This design comes from an exercise in tuning for small area and a short achievable clock period on the open sky130 flow, not from production work.
The RTL was checked by simulation tests, not by an equivalence proof against the original design.
Power figures rest on the tool's default switching activity, not on a simulated workload.

## ALU_TOP
module ALU_TOP
#(parameter WIDTH = 16)
(
  input wire [WIDTH - 1 : 0]A, B,
  input wire [3 : 0]ALU_FUN,
  input wire CLK, RST,
  output wire [2*WIDTH - 1 : 0]Arith_OUT,
  output wire Carry_OUT,
  output wire Arith_Flag,
  output wire [WIDTH - 1 : 0]Logic_OUT,
  output wire Logic_Flag,
  output wire [1:0]CMP_OUT,
  output wire CMP_Flag,
  output wire [WIDTH - 1 : 0]SHIFT_OUT,
  output wire SHIFT_Flag
);
wire Arth_enable, Logic_enable, CMP_enable, shft_enable;
wire [16:0] diff;
Decoder_Unit decoder (
  .ALU_FUN(ALU_FUN[3:2]),
  .Arith_Enable(Arth_enable),
  .Logic_Enable(Logic_enable),
  .CMP_Enable(CMP_enable),
  .Shift_Enable(shft_enable)
  );
ARITHMETIC_UNIT arth_unit (
        .A(A),
        .B(B),
        .ALU_FUN(ALU_FUN[1:0]),
        .CLK(CLK),
        .RST(RST),
        .Arith_Enable(Arth_enable),
        .CMP_Enable(CMP_enable),
        .Diff(diff),
        .Arith_OUT(Arith_OUT),
        .Carry_OUT(Carry_OUT),
        .Arith_flag(Arith_Flag)
);
LOGIC_UNIT #(.WIDTH(WIDTH)) logic_unit (
  .A(A),
  .B(B),
  .ALU_FUN(ALU_FUN[1:0]),
  .CLK(CLK),
  .RST(RST),
  .Logic_Enable(Logic_enable),
  .Logic_OUT(Logic_OUT),
  .Logic_Flag(Logic_Flag)
);
CMP_UNIT cmp_unit(
  .Diff(diff),
  .ALU_FUN(ALU_FUN[1 : 0]),
  .CLK(CLK),
  .RST(RST),
  .CMP_Enable(CMP_enable),
  .CMP_OUT(CMP_OUT),
  .CMP_Flag(CMP_Flag)
);
SHIFT_UNIT #(.WIDTH(WIDTH)) shft_unit (
  .A(A),
  .B(B),
  .ALU_FUN(ALU_FUN[1:0]),
  .CLK(CLK),
  .RST(RST),
  .Shift_Enable(shft_enable),
  .SHIFT_OUT(SHIFT_OUT),
  .SHIFT_Flag(SHIFT_Flag)
);
endmodule
export LEC_CHECK = 0
export ABC_AREA = 1
export CAP_MARGIN = 20
export CORE_MARGIN = 2
export CORE_UTILIZATION = 40
export SLEW_MARGIN = 20
create_clock -name core_clock -period 110.0 [get_ports {CLK}]
standard.sh (not shown) runs the stock make flow with config.mk's settings and CLKGATE_MAP_FILE= SYNTH_SCRIPT=/design/flow/synth_recipe.tcl, a recipe that flattens the netlist after the stock synthesis.
==> flow/flow/run.sh <==
#!/bin/bash
# Layout flow: the standard synthesis and layout (standard.sh), except that
# the port buffers that global placement inserts use the smallest buffer
# (buf_1) instead of the default pick; every input and output still gets its
# own buffer. Each step's full output goes to a log file in this folder.
set -uo pipefail
bash standard.sh synth > synth.log 2>&1 || exit 1
bash standard.sh "BUFFER_PORTS_ARGS=-buffer_cell sky130_fd_sc_hd__buf_1" finish > layout.log 2>&1 || exit 1
==> next run, changes <==
==> flow/flow/run.sh (replaced) <==
#!/bin/bash
# Layout flow: the standard synthesis and layout (standard.sh), except that
# - the port buffers that global placement inserts use the smallest buffer
#   (buf_1) instead of the default pick; every input and output still gets its
#   own buffer;
# - the repair_timing run after clock tree synthesis is given a setup margin,
#   so it shortens the longest (divider) paths though the period is met.
# Constraints (constraint.sdc) are unchanged. Each step's output goes to a log
# file in this folder.
set -uo pipefail
BUF="BUFFER_PORTS_ARGS=-buffer_cell sky130_fd_sc_hd__buf_1"
bash standard.sh synth > synth.log 2>&1 || exit 1
bash standard.sh "$BUF" place > place.log 2>&1 || exit 1
bash standard.sh "$BUF" SETUP_SLACK_MARGIN=76 cts > cts.log 2>&1 || exit 1
bash standard.sh "$BUF" SETUP_SLACK_MARGIN=75 finish > finish.log 2>&1 || exit 1
The new run went through all stages and came out clean.
Synthesized area stays the same.
Wire length increases by about 1.6%.
Die area stays the same.
Total power increases by 1.9%.
==> next run, changes <==
==> flow/flow/run.sh (replaced) <==
#!/bin/bash
# Layout flow: the standard synthesis and layout (standard.sh), except that
# - the port buffers that global placement inserts use the smallest buffer
#   (buf_1) instead of the default pick; every input and output still gets its
#   own buffer;
# - the repair_timing runs after clock tree synthesis and after global routing
#   are given a setup margin,
#   so it shortens the longest (divider) paths though the period is met.
# Constraints (constraint.sdc) are unchanged. Each step's output goes to a log
# file in this folder.
set -uo pipefail
BUF="BUFFER_PORTS_ARGS=-buffer_cell sky130_fd_sc_hd__buf_1"
bash standard.sh synth > synth.log 2>&1 || exit 1
bash standard.sh "$BUF" place > place.log 2>&1 || exit 1
bash standard.sh "$BUF" SETUP_SLACK_MARGIN=75 cts > cts.log 2>&1 || exit 1
bash standard.sh "$BUF" SETUP_SLACK_MARGIN=74 finish > finish.log 2>&1 || exit 1
Outcome:
- power fell by about 1.3%
- via count came out lower by about 1.1%
- cell area came out lower by 2.4%
- global-route usage falls by 0.38 points
- cell count drops by 0.63%
- setup slack gets worse by 890 ps
==> next run, changes <==
==> flow/run.sh (new file) <==
#!/bin/bash
# synth_recipe.tcl (not shown) runs the flow's synth.tcl, then flattens the netlist and writes it again
# the make line also repeats each setting of config.mk as NAME=value (left out here)
make -C /OpenROAD-flow-scripts/flow DESIGN_CONFIG=/design/flow/config.mk WORK_HOME=/design/flow/orfs CLKGATE_MAP_FILE= SYNTH_SCRIPT=/design/flow/synth_recipe.tcl finish
removed: flow/flow/run.sh
removed: flow/standard.sh
Area after synthesis stays the same.
Power climbs by 0.33%.
Core utilization went up by 0.65 points.

==> separate check: timing with driven ports <==
The flow's constraints put no driver on any port. The routed layouts listed below were extracted and timed again, unchanged, in two steps.
Step 1 assumes that a clkbuf_16 drives the clock port and a buf_2 every other input.
Step 2 also shifts input and output timing later by t, the mid clock arrival at the registers, as if the neighbouring blocks saw the same clock.
Slacks: ideal / step 1 / step 2; pairs: ideal / step 1.
run | t, ns | setup slack, ns | worst setup path at the end | clock arrival spread, ns
the first run | 0.413 | 73.399 / 73.422 / 73.008 | input to register | 0.009 / 0.009
the second run | 0.413 | 76.017 / 76.002 / 75.588 | input to register | 0.009 / 0.009
the third run | 0.413 | 75.127 / 75.142 / 74.728 | input to register | 0.010 / 0.011
the fourth run | 0.415 | 73.252 / 73.272 / 72.856 | input to register | 0.006 / 0.005
After both steps setup and hold are still met in every run listed. The setup slack of the second run, which loses most, moves by -0.015 ns with the drivers and by -0.429 ns with both steps.
